What follows belongs to an exercise in optimizing a design on an open flow for small area, a short achievable clock period and few clock cycles per item; a production flow would make more cautious choices. Power is estimated from default activity; no workload was simulated.

==> module lz77_decomp_core, before the edit <==
module lz77_decomp_core (
    input  logic        clk,
    input  logic        rst_n,
    input  logic        tok_valid,
    input  logic [7:0]  tok_dist,
    input  logic [3:0]  tok_len,
    input  logic [7:0]  tok_lit,
    input  logic        tok_last,
    output logic        tok_pop,
    input  logic        out_room,      
    input  logic        out_room_nx,   
    output logic        f1_nx,         
    output logic [3:0]  k_nx,          
    output logic        out_push,
    output logic [7:0]  out_byte,
    output logic        out_last
);
    localparam int GBITS = 5;                  
    localparam int GSIZE = 1 << GBITS;
    localparam int NGRP  = 256 >> GBITS;
    localparam int SEG = 64;
    logic [7:0] hist [0:255];
    logic [5:0]             rot;       
    logic                   started;   
    logic                   ok;
    assign ok = (rot == '0);
    logic             c1_v, c1_copy, c1_last, c1_d1;
    logic [7:0]       c1_lit;
    logic [GSIZE-1:0] lo_oh;                   
    logic [7-GBITS:0] c1_hi;                   
    logic [3:0]       k;                       
    logic             c2_v, c2_last;
    logic [NGRP-1:0]  c2_gsel;                 
    logic             c2_psel;                 
    logic [7:0]       part [0:NGRP-1];         
    logic shift, f2, f1;
    assign shift = c2_v && out_room && ok;     
    assign f2    = ok && (!c2_v || out_room);  
    assign f1    = !c1_v || f2;                
    logic c2v_next;
    assign c2v_next = f2 ? c1_v : c2_v;
    logic n_copy;
    assign n_copy  = (k != tok_len);
    assign tok_pop = f1 && tok_valid && !n_copy;
    logic       c1v_next, ok_next;
    logic [5:0] rot_next;
    assign c1v_next = f1 ? tok_valid : c1_v;
    assign rot_next = (!shift && started) ? rot + 1'b1 : rot;
    assign ok_next  = (rot_next == '0);
    assign f1_nx    = !c1v_next || (ok_next && (!c2v_next || out_room_nx));
    assign k_nx     = (f1 && tok_valid) ? (n_copy ? k + 1'b1 : 4'd0) : k;
    logic [7:0]       dm1, dm2;
    logic [GSIZE-1:0] oh1;
    assign dm1 = tok_dist - 8'd1;
    assign dm2 = tok_dist - 8'd2;
    always_comb
        for (int j = 0; j < GSIZE; j++) oh1[j] = (dm1[GBITS-1:0] == j);
    always_ff @(posedge clk) begin
        if (!rst_n) begin
            c1_v    <= 1'b0;
            c2_v    <= 1'b0;
            k       <= '0;
            rot     <= '0;
            started <= 1'b0;
        end else begin
            if (shift)        started <= 1'b1;
            rot  <= rot_next;
            k    <= k_nx;
            c1_v <= c1v_next;
            c2_v <= c2v_next;
        end
    end
    always_ff @(posedge clk) begin
        if (f1) begin
            c1_copy <= n_copy;
            c1_last <= tok_last && !n_copy;
            c1_lit  <= tok_lit;
            c1_d1   <= (tok_dist == 8'd1);
            c1_hi   <= c2v_next ? dm2[7:GBITS] : dm1[7:GBITS];
            lo_oh   <= c2v_next ? {oh1[0], oh1[GSIZE-1:1]} : oh1;
        end
        if (f2) begin
            c2_last <= c1_last;
            c2_psel <= c1_copy && c1_d1 && c2_v;
            for (int g = 0; g < NGRP; g++)
                c2_gsel[g] <= c1_copy ? (!(c1_d1 && c2_v) && (c1_hi == g)) : (g == 0);
            for (int g = 0; g < NGRP; g++) begin
                logic [7:0] acc;
                acc = '0;
                for (int j = 0; j < GSIZE; j++)
                    acc = acc | (hist[g * GSIZE + j] & {8{lo_oh[j]}});
                if (g == 0 && !c1_copy) part[g] <= c1_lit;
                else                    part[g] <= acc;
            end
        end
    end
    logic [7:0] nbyte;
    always_comb begin
        nbyte = hist[0] & {8{c2_psel}};
        for (int g = 0; g < NGRP; g++)
            nbyte = nbyte | (part[g] & {8{c2_gsel[g]}});
    end
    always_ff @(posedge clk) begin
        for (int i = 0; i < 256; i++) begin
            if (i % SEG != 0)  hist[i] <= hist[i-1];
            else if (!shift)   hist[i] <= hist[i+SEG-1];
            else if (i == 0)   hist[i] <= nbyte;
            else               hist[i] <= hist[i-1];
        end
    end
    assign out_push = shift;
    assign out_byte = nbyte;
    assign out_last = c2_last;
endmodule
==> module lz77_decomp_stream, before the edit <==
module lz77_decomp_stream (
    input  logic        clk,
    input  logic        rst_n,
    input  logic [19:0] s_axis_tdata,
    input  logic        s_axis_tvalid,
    output logic        s_axis_tready,
    input  logic        s_axis_tlast,
    output logic [7:0]  m_axis_tdata,
    output logic        m_axis_tvalid,
    input  logic        m_axis_tready,
    output logic        m_axis_tlast
);
    logic [20:0] h_d;
    logic        h_v;
    logic        in_rdy;
    assign s_axis_tready = in_rdy;
    logic acc, pop_tok;
    assign acc = s_axis_tvalid && in_rdy;
    logic        h_v_nx;
    logic [3:0]  h_len_nx;
    logic        out_room_nx, f1_nx;
    logic [3:0]  k_nx;
    assign h_v_nx   = acc || (h_v && !pop_tok);
    assign h_len_nx = acc ? s_axis_tdata[11:8] : h_d[11:8];
    always_ff @(posedge clk) begin
        if (!rst_n) begin
            h_v    <= 1'b0;
            in_rdy <= 1'b1;
        end else begin
            h_v    <= h_v_nx;
            in_rdy <= !h_v_nx || (f1_nx && (k_nx == h_len_nx));
        end
    end
    always_ff @(posedge clk) begin
        if (acc) h_d <= {s_axis_tlast, s_axis_tdata};
    end
    logic       out_room, out_push, out_last;
    logic [7:0] out_byte;
    lz77_decomp_core u_core (
        .clk       (clk),
        .rst_n     (rst_n),
        .tok_valid (h_v),
        .tok_dist  (h_d[19:12]),
        .tok_len   (h_d[11:8]),
        .tok_lit   (h_d[7:0]),
        .tok_last  (h_d[20]),
        .tok_pop   (pop_tok),
        .out_room  (out_room),
        .out_room_nx (out_room_nx),
        .f1_nx     (f1_nx),
        .k_nx      (k_nx),
        .out_push  (out_push),
        .out_byte  (out_byte),
        .out_last  (out_last)
    );
    logic       o_v, k_v;
    logic [8:0] o_d, k_d;
    assign out_room      = !k_v;
    assign out_room_nx   = !((o_v && !pop) && (k_v || out_push));
    assign m_axis_tvalid = o_v;
    assign m_axis_tdata  = o_d[7:0];
    assign m_axis_tlast  = o_d[8];
    logic pop;
    assign pop = o_v && m_axis_tready;
    always_ff @(posedge clk) begin
        if (!rst_n) begin
            o_v <= 1'b0;
            k_v <= 1'b0;
        end else begin
            if (!o_v || pop) begin
                o_v <= k_v || out_push;
                k_v <= 1'b0;
            end else begin
                k_v <= k_v || out_push;
            end
        end
    end
    always_ff @(posedge clk) begin
        if (!o_v || pop) o_d <= k_v ? k_d : {out_last, out_byte};
        if (!k_v)        k_d <= {out_last, out_byte};
    end
endmodule
export LEC_CHECK = 0
export CAP_MARGIN = 20
export CORE_MARGIN = 2
export CORE_UTILIZATION = 40
export CTS_CLUSTER_DIAMETER = 100
export CTS_CLUSTER_SIZE = 30
export SETUP_SLACK_MARGIN = 4.4
export SLEW_MARGIN = 20
create_clock -name core_clock -period 7.0 [get_ports {clk}]
run.sh (not shown) runs the stock make flow with config.mk's settings and CLKGATE_MAP_FILE= SYNTH_SCRIPT=/design/flow/synth_recipe.tcl, a recipe that flattens the netlist after the stock synthesis.
Edit:
--- a/flow/design.v
+++ b/flow/design.v
@@ -6,25 +6,22 @@
     input  logic [7:0]  tok_dist,
     input  logic [3:0]  tok_len,
     input  logic [7:0]  tok_lit,
     input  logic        tok_last,
     output logic        tok_pop,
     input  logic        out_room,      
-    input  logic        out_room_nx,   
-    output logic        f1_nx,         
-    output logic [3:0]  k_nx,          
     output logic        out_push,
     output logic [7:0]  out_byte,
     output logic        out_last
 );
     localparam int GBITS = 5;                  
     localparam int GSIZE = 1 << GBITS;
     localparam int NGRP  = 256 >> GBITS;
-    localparam int SEG = 64;
+    localparam int SEG = 32;
     logic [7:0] hist [0:255];
-    logic [5:0]             rot;       
+    logic [4:0]             rot;       
     logic                   started;   
     logic                   ok;
     assign ok = (rot == '0);
     logic             c1_v, c1_copy, c1_last, c1_d1;
     logic [7:0]       c1_lit;
     logic [GSIZE-1:0] lo_oh;                   
@@ -40,19 +37,12 @@
     assign f1    = !c1_v || f2;                
     logic c2v_next;
     assign c2v_next = f2 ? c1_v : c2_v;
     logic n_copy;
     assign n_copy  = (k != tok_len);
     assign tok_pop = f1 && tok_valid && !n_copy;
-    logic       c1v_next, ok_next;
-    logic [5:0] rot_next;
-    assign c1v_next = f1 ? tok_valid : c1_v;
-    assign rot_next = (!shift && started) ? rot + 1'b1 : rot;
-    assign ok_next  = (rot_next == '0);
-    assign f1_nx    = !c1v_next || (ok_next && (!c2v_next || out_room_nx));
-    assign k_nx     = (f1 && tok_valid) ? (n_copy ? k + 1'b1 : 4'd0) : k;
     logic [7:0]       dm1, dm2;
     logic [GSIZE-1:0] oh1;
     assign dm1 = tok_dist - 8'd1;
     assign dm2 = tok_dist - 8'd2;
     always_comb
         for (int j = 0; j < GSIZE; j++) oh1[j] = (dm1[GBITS-1:0] == j);
@@ -62,16 +52,21 @@
             c2_v    <= 1'b0;
             k       <= '0;
             rot     <= '0;
             started <= 1'b0;
         end else begin
             if (shift)        started <= 1'b1;
-            rot  <= rot_next;
-            k    <= k_nx;
-            c1_v <= c1v_next;
-            c2_v <= c2v_next;
+            if (!shift && started) rot <= rot + 1'b1;
+            if (f1) begin
+                c1_v <= tok_valid;
+                if (tok_valid) begin
+                    if (n_copy) k <= k + 1'b1;
+                    else        k <= '0;
+                end
+            end
+            if (f2) c2_v <= c1_v;
         end
     end
     always_ff @(posedge clk) begin
         if (f1) begin
             c1_copy <= n_copy;
             c1_last <= tok_last && !n_copy;
@@ -123,35 +118,37 @@
     input  logic        s_axis_tlast,
     output logic [7:0]  m_axis_tdata,
     output logic        m_axis_tvalid,
     input  logic        m_axis_tready,
     output logic        m_axis_tlast
 );
-    logic [20:0] h_d;
-    logic        h_v;
-    logic        in_rdy;
+    logic [20:0] h_d, s_d;
+    logic        h_v, s_v;
+    logic        in_rdy;                  
     assign s_axis_tready = in_rdy;
     logic acc, pop_tok;
     assign acc = s_axis_tvalid && in_rdy;
-    logic        h_v_nx;
-    logic [3:0]  h_len_nx;
-    logic        out_room_nx, f1_nx;
-    logic [3:0]  k_nx;
-    assign h_v_nx   = acc || (h_v && !pop_tok);
-    assign h_len_nx = acc ? s_axis_tdata[11:8] : h_d[11:8];
     always_ff @(posedge clk) begin
         if (!rst_n) begin
             h_v    <= 1'b0;
+            s_v    <= 1'b0;
             in_rdy <= 1'b1;
         end else begin
-            h_v    <= h_v_nx;
-            in_rdy <= !h_v_nx || (f1_nx && (k_nx == h_len_nx));
+            if (pop_tok || !h_v) begin
+                h_v    <= s_v || acc;
+                s_v    <= 1'b0;
+                in_rdy <= 1'b1;
+            end else begin
+                s_v    <= s_v || acc;
+                in_rdy <= !(s_v || acc);
+            end
         end
     end
     always_ff @(posedge clk) begin
-        if (acc) h_d <= {s_axis_tlast, s_axis_tdata};
+        if (pop_tok || !h_v) h_d <= s_v ? s_d : {s_axis_tlast, s_axis_tdata};
+        if (!s_v)            s_d <= {s_axis_tlast, s_axis_tdata};
     end
     logic       out_room, out_push, out_last;
     logic [7:0] out_byte;
     lz77_decomp_core u_core (
         .clk       (clk),
         .rst_n     (rst_n),
@@ -159,23 +156,19 @@
         .tok_dist  (h_d[19:12]),
         .tok_len   (h_d[11:8]),
         .tok_lit   (h_d[7:0]),
         .tok_last  (h_d[20]),
         .tok_pop   (pop_tok),
         .out_room  (out_room),
-        .out_room_nx (out_room_nx),
-        .f1_nx     (f1_nx),
-        .k_nx      (k_nx),
         .out_push  (out_push),
         .out_byte  (out_byte),
         .out_last  (out_last)
     );
     logic       o_v, k_v;
     logic [8:0] o_d, k_d;
     assign out_room      = !k_v;
-    assign out_room_nx   = !((o_v && !pop) && (k_v || out_push));
     assign m_axis_tvalid = o_v;
     assign m_axis_tdata  = o_d[7:0];
     assign m_axis_tlast  = o_d[8];
     logic pop;
     assign pop = o_v && m_axis_tready;
     always_ff @(posedge clk) begin
After rerunning:
- via count increases by 1.3%
- die area increases by about 1.2%
- wire length increases by 1.4%
- utilization decreases by 0.20 points
- total power increases by about 1.5%
- synthesized area increases by about 1.2%
- register-to-register slack is worse by 0.02 ns
- sequential share of layout area stays flat
- clock-buffer cell count does not change
- clock skew decreases by 0.0078 ns
- worst setup slack is better by 0.027 ns
- sequential cell count increases by 21
No run of this note included a check of the RTL's function; only the layout flow was run.

==> what the ideal ports hide <==
The flow's constraints put no driver on any port. The routed layouts listed below were extracted and timed again, unchanged, in two steps.
Step 1 assumes that a clkbuf_16 drives the clock port and a buf_2 every other input.
Step 2 moves the port delays by t, midway between the first and last clock arrival at a register: inputs arrive t later, outputs are due t later. That takes back most of the time a late clock gives input paths.
a / b / c = ideal / step 1 / step 2; a / b = the first two.
run | t, ns | setup slack, ns | worst register clock-pin slew, ns
the first run | 0.782 | 4.299 / 4.220 / 3.731 | 0.12 / 0.12
the second run | 0.800 | 4.327 / 4.254 / 4.109 | 0.12 / 0.12
After both steps every run listed still meets setup and hold. The setup slack of the first run, which loses most, moves by -0.079 ns with the drivers and by -0.568 ns with both steps.
